This design comes from an exercise in tuning for small area on the open sky130 flow, not from production work.
In this exercise RTL edits were held to simulation tests only and were not proved equivalent to the original.
Power is estimated from default activity; no workload was simulated.

## onyx
## video_core
module video_core(
	input         clk,
	input         rst_n,
	input  [7:0]  vpo,
	input         config_done,
	input         enhance_enable,
	input         video_zoom,
	input         cross_output,
	output [9:0]  lut_addr,
	input  [7:0]  lut_data,
	output [19:0] sram_a_addr,
	output        sram_a_ce_n,
	output        sram_a_we_n,
	output        sram_a_oe_n,
	output [15:0] sram_a_dout,
	output        sram_a_doe,
	input  [15:0] sram_a_din,
	output [19:0] sram_b_addr,
	output        sram_b_ce_n,
	output        sram_b_we_n,
	output        sram_b_oe_n,
	output [15:0] sram_b_dout,
	output        sram_b_doe,
	input  [15:0] sram_b_din,
	output [7:0]  enc_data,
	output        frame_flag,
	output        decode_error,
	output [7:0]  img_mean,
	output        iris_int,
	output [7:0]  max_gray
);
Size in the first run: ~1100 cells after synthesis, ~200 flip-flops, roughly 170 I/O pins, about 10000 um^2 of cells after synthesis.
export LEC_CHECK = 0
export CAP_MARGIN = 20
export CORE_MARGIN = 2
export CORE_UTILIZATION = 40
export PLACE_DENSITY = 0.6
export SLEW_MARGIN = 20
create_clock -name core_clock -period 10.0 [get_ports {clk}]
standard.sh (not shown) runs the stock make flow with config.mk's settings and CLKGATE_MAP_FILE= SYNTH_SCRIPT=/design/flow/synth_recipe.tcl, a recipe that flattens the netlist after the stock synthesis.
==> flow/flow/run.sh <==
#!/bin/bash
# Standard layout with three changes: an area-oriented ABC script in
# synthesis, port buffers made from the smallest buffer cell, and a clock
# tree of mid-size buffers without dummy loads.
set -euo pipefail
W="$(cd "$(dirname "$0")/.." && pwd)"
export AREA_ABC_SCRIPT="$W/flow/area.abc"
export FLOW_SYNTH_TCL="$W/synth_recipe.tcl"
export BUFFER_PORTS_ARGS="-buffer_cell sky130_fd_sc_hd__buf_1"
export CTS_ARGS="-sink_clustering_enable -repair_clock_nets -dont_use_dummy_load -buf_list sky130_fd_sc_hd__clkbuf_8 -sink_clustering_size 15 -sink_clustering_max_diameter 60 -sink_buffer_max_cap_derate 1.0"
sed "s|SYNTH_SCRIPT=[^ ]*|SYNTH_SCRIPT=$W/flow/synth_area.tcl|" "$W/standard.sh" > "$W/standard_area.sh"
grep -q "SYNTH_SCRIPT=$W/flow/synth_area.tcl" "$W/standard_area.sh"
bash "$W/standard_area.sh" > "$W/standard_flow.log" 2>&1
==> flow/flow/area.abc <==
strash
ifraig
dc2
&get -n
&deepsyn -T 60
&put
dch -f
amap -m -F 2 -A 8
topo
stime -c
dnsize -c
==> flow/flow/synth_area.tcl <==
# The standard flow's synthesis script, with the ABC step run on an area-oriented script
# (flow/area.abc) instead of ORFS's delay-oriented one.  Everything else,
# including flip-flop mapping, is synth_recipe.tcl unchanged.
proc abc {args} {
  set i [lsearch $args -script]
  if {$i >= 0} { lset args [expr {$i + 1}] $::env(AREA_ABC_SCRIPT) }
  yosys abc {*}$args
}
source $::env(FLOW_SYNTH_TCL)
## Diff of input files: willow against onyx
-- flow/flow/run.sh --
<<< onyx, line 3
# synthesis, port buffers made from the smallest buffer cell, and a clock
>>> willow, line 3
# synthesis (with a time-bounded &deepsyn pass), port buffers made from the smallest buffer cell, and a clock
==> flow/flow/area.abc <==
strash
ifraig
dc2
&get -n
&deepsyn -T 120 -S 7
&put
resub -K 8
rewrite -z
dch -f
amap -m -F 2 -A 8
topo
stime -c
dnsize -c
Results
- [willow] first-pass GRT wire length rose 0.39% relative to onyx
- Status: final area parity (willow, onyx)
- Combined area of all synthesized cells across willow and onyx: no real change.
- Global-route usage, willow and onyx: higher on willow
Input changes introduced in raven (baseline for comparison: willow):
==> flow/flow/run.sh <==
#!/bin/bash
# Standard layout, with the port buffers made from the smallest buffer cell
# and a clock tree of mid-size buffers without dummy loads.
set -euo pipefail
export BUFFER_PORTS_ARGS="-buffer_cell sky130_fd_sc_hd__buf_1"
export CTS_ARGS="-sink_clustering_enable -repair_clock_nets -dont_use_dummy_load -buf_list sky130_fd_sc_hd__clkbuf_8 -sink_clustering_size 30"
bash standard.sh > standard_flow.log 2>&1
removed: flow/flow/area.abc
removed: flow/flow/synth_area.tcl
==> comparison <==
- Looking at cell area after layout, raven sits 9.2% higher than willow does.
- Taking willow as the reference, in raven count of inserted tapcells grew by 49, average detailed-routed wire length per instance shrank by 0.55 um, HPWL reported at the end of detailed placement shrank by 1.3%, pin count of the biggest net entering global routing grew by 6.3%.
- Changes observed in raven relative to willow: overall power consumption up 12%, post-layout instance count excluding filler cells increased about 6%.
- raven — achievable clock frequency 1.3 MHz higher, willow as reference
- As of raven, area after synthesis had risen by a little under 10% compared to willow.

========
Setup of v21:
video_core again, from the RTL that the note above started with.
// video_core
module video_core(
	input         clk,
	input         rst_n,
	input  [7:0]  vpo,
	input         config_done,
	input         enhance_enable,
	input         video_zoom,
	input         cross_output,
	output [9:0]  lut_addr,
	input  [7:0]  lut_data,
	output [19:0] sram_a_addr,
	output        sram_a_ce_n,
	output        sram_a_we_n,
	output        sram_a_oe_n,
	output [15:0] sram_a_dout,
	output        sram_a_doe,
	input  [15:0] sram_a_din,
	output [19:0] sram_b_addr,
	output        sram_b_ce_n,
	output        sram_b_we_n,
	output        sram_b_oe_n,
	output [15:0] sram_b_dout,
	output        sram_b_doe,
	input  [15:0] sram_b_din,
	output [7:0]  enc_data,
	output        frame_flag,
	output        decode_error,
	output [7:0]  img_mean,
	output        iris_int,
	output [7:0]  max_gray
);
function [19:0] radd;
	input [19:0] a;
	input [19:0] b;
	input        ci;
	integer i;
	reg c;
	begin
		c = ci;
		for (i = 0; i < 20; i = i + 1) begin
			radd[i] = a[i] ^ b[i] ^ c;
			c = (a[i] & b[i]) | (a[i] & c) | (b[i] & c);
		end
	end
endfunction
reg [7:0] d1, d2;
always @(posedge clk or negedge rst_n)
	if (!rst_n) begin
		d1 <= 8'h00;
		d2 <= 8'h00;
	end else begin
		d1 <= vpo;
		d2 <= d1;
	end
localparam DI  = 4'b0000, DW  = 4'b0001, DE1 = 4'b0010, DE2 = 4'b0011,
           DCB = 4'b0100, DLB = 4'b0101, DCR = 4'b0110, DLR = 4'b0111,
           DNP = 4'b1000, DFL = 4'b1001, DEL = 4'b1010, DNL = 4'b1011,
           DER = 4'b1100;
localparam RNP = 2'b00, RFL = 2'b01, REL = 2'b10, RNL = 2'b11;
reg [3:0]  ds;
  ...
Settings: LEC_CHECK=0, CAP_MARGIN=20, CORE_MARGIN=2, CORE_UTILIZATION=40, PLACE_DENSITY=0.6, SLEW_MARGIN=20; clock period 10.0 ns.
==> flow/flow/run.sh <==
#!/bin/bash
# Standard layout with three changes: an area-oriented ABC script in
# synthesis, port buffers made from the smallest buffer cell, and a clock
# tree of small buffers without dummy loads.
set -euo pipefail
W="$(cd "$(dirname "$0")/.." && pwd)"
export AREA_ABC_SCRIPT="$W/flow/area.abc"
export FLOW_SYNTH_TCL="$W/synth_recipe.tcl"
export BUFFER_PORTS_ARGS="-buffer_cell sky130_fd_sc_hd__buf_1"
export CTS_ARGS="-sink_clustering_enable -repair_clock_nets -dont_use_dummy_load -buf_list sky130_fd_sc_hd__clkbuf_4 -sink_clustering_size 8 -sink_clustering_max_diameter 40 -sink_buffer_max_cap_derate 1.0"
sed "s|SYNTH_SCRIPT=[^ ]*|SYNTH_SCRIPT=$W/flow/synth_area.tcl|" "$W/standard.sh" > "$W/standard_area.sh"
grep -q "SYNTH_SCRIPT=$W/flow/synth_area.tcl" "$W/standard_area.sh"
bash "$W/standard_area.sh" > "$W/standard_flow.log" 2>&1
==> flow/flow/area.abc <==
strash
ifraig
dc2
dch -f
amap -m -F 2 -A 8
topo
stime -c
dnsize -c
==> flow/flow/synth_area.tcl <==
# The standard flow's synthesis script, with the ABC step run on an area-oriented script
# (flow/area.abc) instead of ORFS's delay-oriented one.  Everything else,
# including flip-flop mapping, is synth_recipe.tcl unchanged.
proc abc {args} {
  set i [lsearch $args -script]
  if {$i >= 0} { lset args [expr {$i + 1}] $::env(AREA_ABC_SCRIPT) }
  yosys abc {*}$args
}
source $::env(FLOW_SYNTH_TCL)
v21 | status: complete | timing, DRC, antenna: pass
Here is what was changed in the inputs of v52 compared with v21.
==> flow/flow/run.sh <==
#!/bin/bash
# Standard layout with three changes: an area-oriented ABC script in
# synthesis, port buffers made from the smallest buffer cell, and a clock
# tree of mid-size buffers without dummy loads.
set -euo pipefail
W="$(cd "$(dirname "$0")/.." && pwd)"
export AREA_ABC_SCRIPT="$W/flow/area.abc"
export FLOW_SYNTH_TCL="$W/synth_recipe.tcl"
export BUFFER_PORTS_ARGS="-buffer_cell sky130_fd_sc_hd__buf_1"
export CTS_ARGS="-sink_clustering_enable -repair_clock_nets -dont_use_dummy_load -buf_list sky130_fd_sc_hd__clkbuf_8 -sink_clustering_size 15 -sink_clustering_max_diameter 60 -sink_buffer_max_cap_derate 1.0"
sed "s|SYNTH_SCRIPT=[^ ]*|SYNTH_SCRIPT=$W/flow/synth_area.tcl|" "$W/standard.sh" > "$W/standard_area.sh"
grep -q "SYNTH_SCRIPT=$W/flow/synth_area.tcl" "$W/standard_area.sh"
bash "$W/standard_area.sh" > "$W/standard_flow.log" 2>&1
==> flow/flow/area.abc <==
strash
dc2
dch -f
amap -m -F 2 -A 8
topo
stime -c
dnsize -c
==> comparison <==
Diff v21 -> v52: critical path data arrival time now sits higher; ratio of final minimum period to clock period up 0.35 points; met1 global-route usage rose 0.96 points.
#### Input delta (v55 over v52)
==> flow/flow/run.sh <==
#!/bin/bash
# Standard layout with three changes: an area-oriented ABC script in
# synthesis (with a time-bounded &deepsyn pass), port buffers made from the smallest buffer cell, and a clock
# tree of small buffers without dummy loads.
set -euo pipefail
W="$(cd "$(dirname "$0")/.." && pwd)"
export AREA_ABC_SCRIPT="$W/flow/area.abc"
export FLOW_SYNTH_TCL="$W/synth_recipe.tcl"
export BUFFER_PORTS_ARGS="-buffer_cell sky130_fd_sc_hd__buf_1"
export CTS_ARGS="-sink_clustering_enable -repair_clock_nets -dont_use_dummy_load -buf_list sky130_fd_sc_hd__clkbuf_4 -sink_clustering_size 7 -sink_clustering_max_diameter 35 -sink_buffer_max_cap_derate 1.0"
sed "s|SYNTH_SCRIPT=[^ ]*|SYNTH_SCRIPT=$W/flow/synth_area.tcl|" "$W/standard.sh" > "$W/standard_area.sh"
grep -q "SYNTH_SCRIPT=$W/flow/synth_area.tcl" "$W/standard_area.sh"
bash "$W/standard_area.sh" > "$W/standard_flow.log" 2>&1
==> flow/flow/area.abc <==
strash
ifraig
dc2
&get -n
&deepsyn -T 120 -S 7
&put
resub -K 8
rewrite -z
dch -f
amap -m -F 2 -A 8
topo
stime -c
dnsize -c
Results
Compare v52 and v55 | total power lower: v55
The shortest period the worst path allows in v55 was lower than what v52 gave.
Sort v52 and v55 by instance count of the mapped netlist, ascending, and v55 comes first.
When the final numbers for v52 and v55 were put side by side, the worst clock skew turned out to be greater in v55.
The run showing the greater routed wire length is v52.
Diff v52 -> v55: clock buffer count in the final layout shows an increase of 95%, share of the yosys chip area belonging to registers shows an increase of 0.82 points, critical path depth shows a reduction of 3.4%.
Global-route wire length before repair (lower): v55
v55 ended up with fewer standard cells than v52.
Final-layout non-clock buffer area share: v52 vs v55, no meaningful difference

========
== run 1 ==
video_core again, from the RTL that the note above started with.
export LEC_CHECK = 0
export CAP_MARGIN = 20
export CORE_MARGIN = 2
export CORE_UTILIZATION = 40
export PLACE_DENSITY = 0.6
export SLEW_MARGIN = 20
create_clock -name core_clock -period 10.0 [get_ports {clk}]
==> flow/flow/run.sh <==
#!/bin/bash
# Standard layout, with the port buffers made from the smallest buffer cell
# and a clock tree of mid-size buffers without dummy loads.
set -euo pipefail
export BUFFER_PORTS_ARGS="-buffer_cell sky130_fd_sc_hd__buf_1"
export CTS_ARGS="-sink_clustering_enable -repair_clock_nets -dont_use_dummy_load -buf_list sky130_fd_sc_hd__clkbuf_4 -sink_clustering_size 20"
bash standard.sh > standard_flow.log 2>&1
Run 1: done, clean on timing, DRC and antenna
The inputs of run 2 differ from those of run 1 as listed below.
==> flow/flow/run.sh <==
#!/bin/bash
# Standard layout with three changes: an area-oriented ABC script in
# synthesis, port buffers made from the smallest buffer cell, and a clock
# tree of mid-size buffers without dummy loads.
set -euo pipefail
W="$(cd "$(dirname "$0")/.." && pwd)"
export AREA_ABC_SCRIPT="$W/flow/area.abc"
export FLOW_SYNTH_TCL="$W/synth_recipe.tcl"
export BUFFER_PORTS_ARGS="-buffer_cell sky130_fd_sc_hd__buf_1"
export CTS_ARGS="-sink_clustering_enable -repair_clock_nets -dont_use_dummy_load -buf_list sky130_fd_sc_hd__clkbuf_8 -sink_clustering_size 15 -sink_clustering_max_diameter 60 -sink_buffer_max_cap_derate 1.0"
sed "s|SYNTH_SCRIPT=[^ ]*|SYNTH_SCRIPT=$W/flow/synth_area.tcl|" "$W/standard.sh" > "$W/standard_area.sh"
grep -q "SYNTH_SCRIPT=$W/flow/synth_area.tcl" "$W/standard_area.sh"
bash "$W/standard_area.sh" > "$W/standard_flow.log" 2>&1
==> flow/flow/area.abc (new file) <==
strash
dch
amap
topo
stime -c
dnsize -c
==> flow/flow/synth_area.tcl (new file) <==
# The standard flow's synthesis script, with the ABC step run on an area-oriented script
# (flow/area.abc) instead of ORFS's delay-oriented one.  Everything else,
# including flip-flop mapping, is synth_recipe.tcl unchanged.
proc abc {args} {
  set i [lsearch $args -script]
  if {$i >= 0} { lset args [expr {$i + 1}] $::env(AREA_ABC_SCRIPT) }
  yosys abc {*}$args
}
source $::env(FLOW_SYNTH_TCL)
### Flow results
- In the reports for run 2 and run 1, the smaller synthesized cell count belongs to run 2.
- In the flow results for run 2 and run 1, the wire length is smaller on run 1.
- Area growth from synthesis to final layout, run 2 and run 1, higher one = run 2.
- Comparing run 2 and run 1, the higher xor and xnor fraction of the mapped netlist area is on run 1.
> inputs changed (run 2 -> run 3)
==> flow/flow/run.sh <==
#!/bin/bash
# Standard layout with three changes: an area-oriented ABC script in
# synthesis, port buffers made from the smallest buffer cell, and a clock
# tree of small buffers without dummy loads.
set -euo pipefail
W="$(cd "$(dirname "$0")/.." && pwd)"
export AREA_ABC_SCRIPT="$W/flow/area.abc"
export FLOW_SYNTH_TCL="$W/synth_recipe.tcl"
export BUFFER_PORTS_ARGS="-buffer_cell sky130_fd_sc_hd__buf_1"
export CTS_ARGS="-sink_clustering_enable -repair_clock_nets -dont_use_dummy_load -buf_list sky130_fd_sc_hd__clkbuf_4 -sink_clustering_size 10 -sink_clustering_max_diameter 50 -sink_buffer_max_cap_derate 1.0"
sed "s|SYNTH_SCRIPT=[^ ]*|SYNTH_SCRIPT=$W/flow/synth_area.tcl|" "$W/standard.sh" > "$W/standard_area.sh"
grep -q "SYNTH_SCRIPT=$W/flow/synth_area.tcl" "$W/standard_area.sh"
bash "$W/standard_area.sh" > "$W/standard_flow.log" 2>&1
==> flow/flow/area.abc <==
strash
ifraig
dc2
dch -f
amap -m -F 2 -A 8
topo
stime -c
dnsize -c
Notes after the runs:
Between run 2 and run 3, the flow reports initial detailed-routing violation count decreasing by more than 10%.
Compared with run 2, run 3 shows die area that has gone down slightly.
When run 3 is measured against run 2, its buffer count excluding the clock tree in the final layout turns out 1.1% higher.
Changes observed in run 3 relative to run 2: fraction of power spent switching nets has increased; number of antenna cells inserted has increased; cell area has decreased.
The inputs of run 4 differ from those of run 3 as listed below.
==> flow/flow/run.sh <==
#!/bin/bash
# Standard layout, with the port buffers made from the smallest buffer cell
# and a clock tree of mid-size buffers without dummy loads.
set -euo pipefail
export BUFFER_PORTS_ARGS="-buffer_cell sky130_fd_sc_hd__buf_1"
export CTS_ARGS="-sink_clustering_enable -repair_clock_nets -dont_use_dummy_load -buf_list sky130_fd_sc_hd__clkbuf_8 -sink_clustering_size 15 -sink_clustering_max_diameter 60 -sink_buffer_max_cap_derate 1.0"
bash standard.sh > standard_flow.log 2>&1
removed: flow/flow/area.abc
removed: flow/flow/synth_area.tcl
Findings:
- Post-cts gate resize count, run 3 and run 4, higher one = run 3.
- Between run 4 and run 3, the buffer depth of the longest clock path figures differ only marginally.
- Run 4 vs run 3 on combinational group share of total power: run 4 is the lower one.
- STATUS clock skew: run 4 wins against run 3
- | post-route non-filler standard cell count | run 4 vs run 3 | about 2% higher |
- Comparing run 3 and run 4, count of clock-buffer cells in the layout is lower on run 4.
- The worst-case setup margin in the final layout reported for run 4 is greater than that of run 3 by 0.010 ns.
- Measured against each other, run 3 and run 4 differ in final-stage net count, the higher figure coming from run 3.
- For run 3, the last element of the critical path was sram_b_addr[19], unlike run 4, where it was sram_a_addr[19].

## static timing again, ports no longer ideal
No port has a modelled driver above. Below, the same layouts with a new extraction and two added sets of constraints.
Step 1 (the two cells are an assumption about what drives the block):
set clk [get_ports {clk}]
set_driving_cell -lib_cell sky130_fd_sc_hd__clkbuf_16 $clk
set_driving_cell -lib_cell sky130_fd_sc_hd__buf_2 [delete_from_list [all_inputs] $clk]
Step 2 times the ports against the registers' clock, not the clock port: input delays grow and output delays shrink by t, the midpoint of the rising clock arrivals with the driver on.
Slacks: ideal / step 1 / step 2; pairs: ideal / step 1.
| run | shift t [ns] | slack for setup (ns) | worst setup path at the end |
|---|---|---|---|
| onyx | 0.556 | 0.385 / 0.342 / 0.899 | register to output |
| willow | 0.562 | 0.370 / 0.323 / 0.885 | register to output |
| raven | 0.552 | 0.489 / 0.442 / 0.994 | register to output |
| v21 | 0.651 | 0.444 / 0.402 / 1.053 | register to output |
| v52 | 0.551 | 0.410 / 0.367 / 0.918 | register to output |
| v55 | 0.648 | 0.440 / 0.396 / 1.045 | register to output |
| run 1 | 0.684 | 0.477 / 0.431 / 1.116 | register to output |
| run 2 | 0.545 | 0.374 / 0.329 / 0.874 | register to output |
| run 3 | 0.698 | 0.421 / 0.378 / 1.075 | register to output |
| run 4 | 0.566 | 0.431 / 0.383 / 0.949 | register to output |
After both steps every run listed still meets setup and hold.
